This design comes from an exercise in tuning for a short achievable clock period and few clock cycles per item on the open sky130 flow, not from production work.
Only simulation tests tie the RTL to the original design; equivalence was not proved.
No activity file was given, so power comes from the tool's default toggle rates.

==> module jalr_hi, before the edit <==
module jalr_hi
(
    input [19:0] h,
    input s,
    input is_jalr,
    input [19:0] tgt,
    input [3:0] c,        
    output [19:0] y
);
    wire [19:0] o1, o2, o3, o4, o5, z1, z2, z3, z4, z5;
    genvar i;
    generate
        for (i = 0; i < 20; i = i + 1)
        begin : t
            if (i >= 1) begin : l1
                g_nand2 a (.a(h[i]), .b(h[i-1]), .y(o1[i]));
                g_nor2  b (.a(h[i]), .b(h[i-1]), .y(z1[i]));
            end else begin : l1p
                assign o1[i] = ~h[i];
                assign z1[i] = ~h[i];
            end
            if (i >= 2) begin : l2
                g_nor2  a (.a(o1[i]), .b(o1[i-2]), .y(o2[i]));
                g_nand2 b (.a(z1[i]), .b(z1[i-2]), .y(z2[i]));
            end else begin : l2p
                assign o2[i] = ~o1[i];
                assign z2[i] = ~z1[i];
            end
            if (i >= 4) begin : l3
                g_nand2 a (.a(o2[i]), .b(o2[i-4]), .y(o3[i]));
                g_nor2  b (.a(z2[i]), .b(z2[i-4]), .y(z3[i]));
            end else begin : l3p
                assign o3[i] = ~o2[i];
                assign z3[i] = ~z2[i];
            end
            if (i >= 8) begin : l4
                g_nor2  a (.a(o3[i]), .b(o3[i-8]), .y(o4[i]));
                g_nand2 b (.a(z3[i]), .b(z3[i-8]), .y(z4[i]));
            end else begin : l4p
                assign o4[i] = ~o3[i];
                assign z4[i] = ~z3[i];
            end
            if (i >= 16) begin : l5
                g_nand2 a (.a(o4[i]), .b(o4[i-16]), .y(o5[i]));
                g_nor2  b (.a(z4[i]), .b(z4[i-16]), .y(z5[i]));
            end else begin : l5p
                assign o5[i] = ~o4[i];
                assign z5[i] = ~z4[i];
            end
            if (i == 0) begin : b0
                jalr_hi_bit hb (.h(h[i]), .na(1'b0), .z(1'b1), .s(s), .is_jalr(is_jalr), .tgt(tgt[i]), .c(c[i / 5]),
                                .y(y[i]));
            end else begin : bn
                jalr_hi_bit hb (.h(h[i]), .na(o5[i-1]), .z(z5[i-1]), .s(s), .is_jalr(is_jalr), .tgt(tgt[i]), .c(c[i / 5]),
                                .y(y[i]));
            end
        end
    endgenerate
endmodule
==> module jalr_sel, before the edit <==
module jalr_sel
(
    input [31:0] a,
    input [11:0] imm,
    input is_jalr,
    input [31:0] tgt,
    output [31:0] d
);
    wire [11:0] x, g0, p0, g1, p1, g2, p2, g3, p3, g4, p4;
    genvar i;
    generate
        for (i = 0; i < 12; i = i + 1)
        begin : lv0
            add_gp l (.a(a[i]), .b(imm[i]), .g(g0[i]), .p(p0[i]));
            bit_xor xl (.a(a[i]), .b(imm[i]), .x(x[i]));
        end
        for (i = 0; i < 12; i = i + 1)
        begin : lv1
            if (i >= 1)
                pg_node_p n (.g_hi(g0[i]), .p_hi(p0[i]), .g_lo(g0[i-1]), .p_lo(p0[i-1]), .ng(g1[i]), .np(p1[i]));
            else
                pg_inv n (.g_in(g0[i]), .p_in(p0[i]), .g(g1[i]), .p(p1[i]));
        end
        for (i = 0; i < 12; i = i + 1)
        begin : lv2
            if (i >= 2)
                pg_node_n n (.ng_hi(g1[i]), .np_hi(p1[i]), .ng_lo(g1[i-2]), .np_lo(p1[i-2]), .g(g2[i]), .p(p2[i]));
            else
                pg_inv n (.g_in(g1[i]), .p_in(p1[i]), .g(g2[i]), .p(p2[i]));
        end
        for (i = 0; i < 12; i = i + 1)
        begin : lv3
            if (i >= 4)
                pg_node_p n (.g_hi(g2[i]), .p_hi(p2[i]), .g_lo(g2[i-4]), .p_lo(p2[i-4]), .ng(g3[i]), .np(p3[i]));
            else
                pg_inv n (.g_in(g2[i]), .p_in(p2[i]), .g(g3[i]), .p(p3[i]));
        end
        for (i = 0; i < 12; i = i + 1)
        begin : lv4
            if (i >= 8)
                pg_node_n n (.ng_hi(g3[i]), .np_hi(p3[i]), .ng_lo(g3[i-8]), .np_lo(p3[i-8]), .g(g4[i]), .p(p4[i]));
            else
                pg_inv n (.g_in(g3[i]), .p_in(p3[i]), .g(g4[i]), .p(p4[i]));
        end
        for (i = 1; i < 12; i = i + 1)
        begin : lo
            g_mux2i c (.s(g4[i-1]), .a1(is_jalr ? x[i] : ~tgt[i]), .a0(is_jalr ? ~x[i] : ~tgt[i]), .y(d[i]));
        end
    endgenerate
    assign d[0] = is_jalr ? 1'b0 : tgt[0];
    wire [3:0] c12, c12p;
    generate
        for (i = 0; i < 4; i = i + 1)
        begin : cc
            pg_node_n n (.ng_hi(g3[11]), .np_hi(p3[11]), .ng_lo(g3[3]), .np_lo(p3[3]), .g(c12[i]), .p(c12p[i]));
        end
    endgenerate
    jalr_hi hi (.h(a[31:12]), .s(imm[11]), .is_jalr(is_jalr), .tgt(tgt[31:12]), .c(c12), .y(d[31:12]));
endmodule
export LEC_CHECK = 0
export CAP_MARGIN = 20
export CORE_MARGIN = 2
export CORE_UTILIZATION = 40
export PLACE_DENSITY = 0.6
export SLEW_MARGIN = 20
export SYNTH_HIERARCHICAL = 1
export SYNTH_MINIMUM_KEEP_SIZE = 0
export TNS_END_PERCENT = 100
create_clock -name core_clock -period 10.0 [get_ports {clk}]
standard.sh (not shown) runs the stock make flow with config.mk's settings and CLKGATE_MAP_FILE= SYNTH_SCRIPT=/design/flow/synth_recipe.tcl, a recipe that flattens the netlist after the stock synthesis.
==> flow/flow/run.sh <==
#!/bin/bash
set -euo pipefail
bash standard.sh SETUP_SLACK_MARGIN=6.2 MATCH_CELL_FOOTPRINT=0 finish > flow_make.log 2>&1
Testbench counts at the start, summed over its fixed seeds: cycles 32,896, fetches 32,768.
Change:
--- a/flow/design.v
+++ b/flow/design.v
@@ -318,5 +318,5 @@
     input is_jalr,
     input [19:0] tgt,
-    input [3:0] c,        
+    input c,              
     output [19:0] y
 );
@@ -362,8 +362,8 @@
             end
             if (i == 0) begin : b0
-                jalr_hi_bit hb (.h(h[i]), .na(1'b0), .z(1'b1), .s(s), .is_jalr(is_jalr), .tgt(tgt[i]), .c(c[i / 5]),
+                jalr_hi_bit hb (.h(h[i]), .na(1'b0), .z(1'b1), .s(s), .is_jalr(is_jalr), .tgt(tgt[i]), .c(c),
                                 .y(y[i]));
             end else begin : bn
-                jalr_hi_bit hb (.h(h[i]), .na(o5[i-1]), .z(z5[i-1]), .s(s), .is_jalr(is_jalr), .tgt(tgt[i]), .c(c[i / 5]),
+                jalr_hi_bit hb (.h(h[i]), .na(o5[i-1]), .z(z5[i-1]), .s(s), .is_jalr(is_jalr), .tgt(tgt[i]), .c(c),
                                 .y(y[i]));
             end
@@ -428,12 +428,5 @@
     endgenerate
     assign d[0] = is_jalr ? 1'b0 : tgt[0];
-    wire [3:0] c12, c12p;
-    generate
-        for (i = 0; i < 4; i = i + 1)
-        begin : cc
-            pg_node_n n (.ng_hi(g3[11]), .np_hi(p3[11]), .ng_lo(g3[3]), .np_lo(p3[3]), .g(c12[i]), .p(c12p[i]));
-        end
-    endgenerate
-    jalr_hi hi (.h(a[31:12]), .s(imm[11]), .is_jalr(is_jalr), .tgt(tgt[31:12]), .c(c12), .y(d[31:12]));
+    jalr_hi hi (.h(a[31:12]), .s(imm[11]), .is_jalr(is_jalr), .tgt(tgt[31:12]), .c(g4[11]), .y(d[31:12]));
 endmodule
 module vcalc
Total power shrinks slightly.
Worst hold slack improved by 0.099 ns.
Setup slack got worse by 0.14 ns.
First-iteration DRC count shrinks by roughly a tenth.
Cell area shrinks slightly.
Area after synthesis hardly moves.
Non-clock buffer count shrinks by 58.
Die area hardly moves.
Sequential power shrinks slightly.
Testbench counts after the change, summed over its fixed seeds: cycles 32,896, fetches 32,768.

re-timing with driven ports:
In the flow no input, the clock included, has a driving cell. The finished layouts below were timed again as built, in two steps. Step 1: set_driving_cell puts a clkbuf_16 on clk and a buf_2 on each other input, an assumption about the parent block. Step 2 times the ports against the registers' clock, not the clock port: input delays grow and output delays shrink by t, the midpoint of the rising clock arrivals with the driver on. a / b / c = ideal ports / drivers / drivers and shift; a / b = the first two.
run | shift t [ns] | setup slack, ns | latest minus earliest clock arrival (ns)
the first run | 0.835 | 5.651 / 5.570 / 4.878 | 0.082 / 0.083
the second run | 0.853 | 5.512 / 5.552 / 4.699 | 0.070 / 0.070
After both steps every run listed still meets setup and hold. For the second run, which loses most, drivers alone change the setup slack by +0.040 ns; drivers and shift together by -0.813 ns.
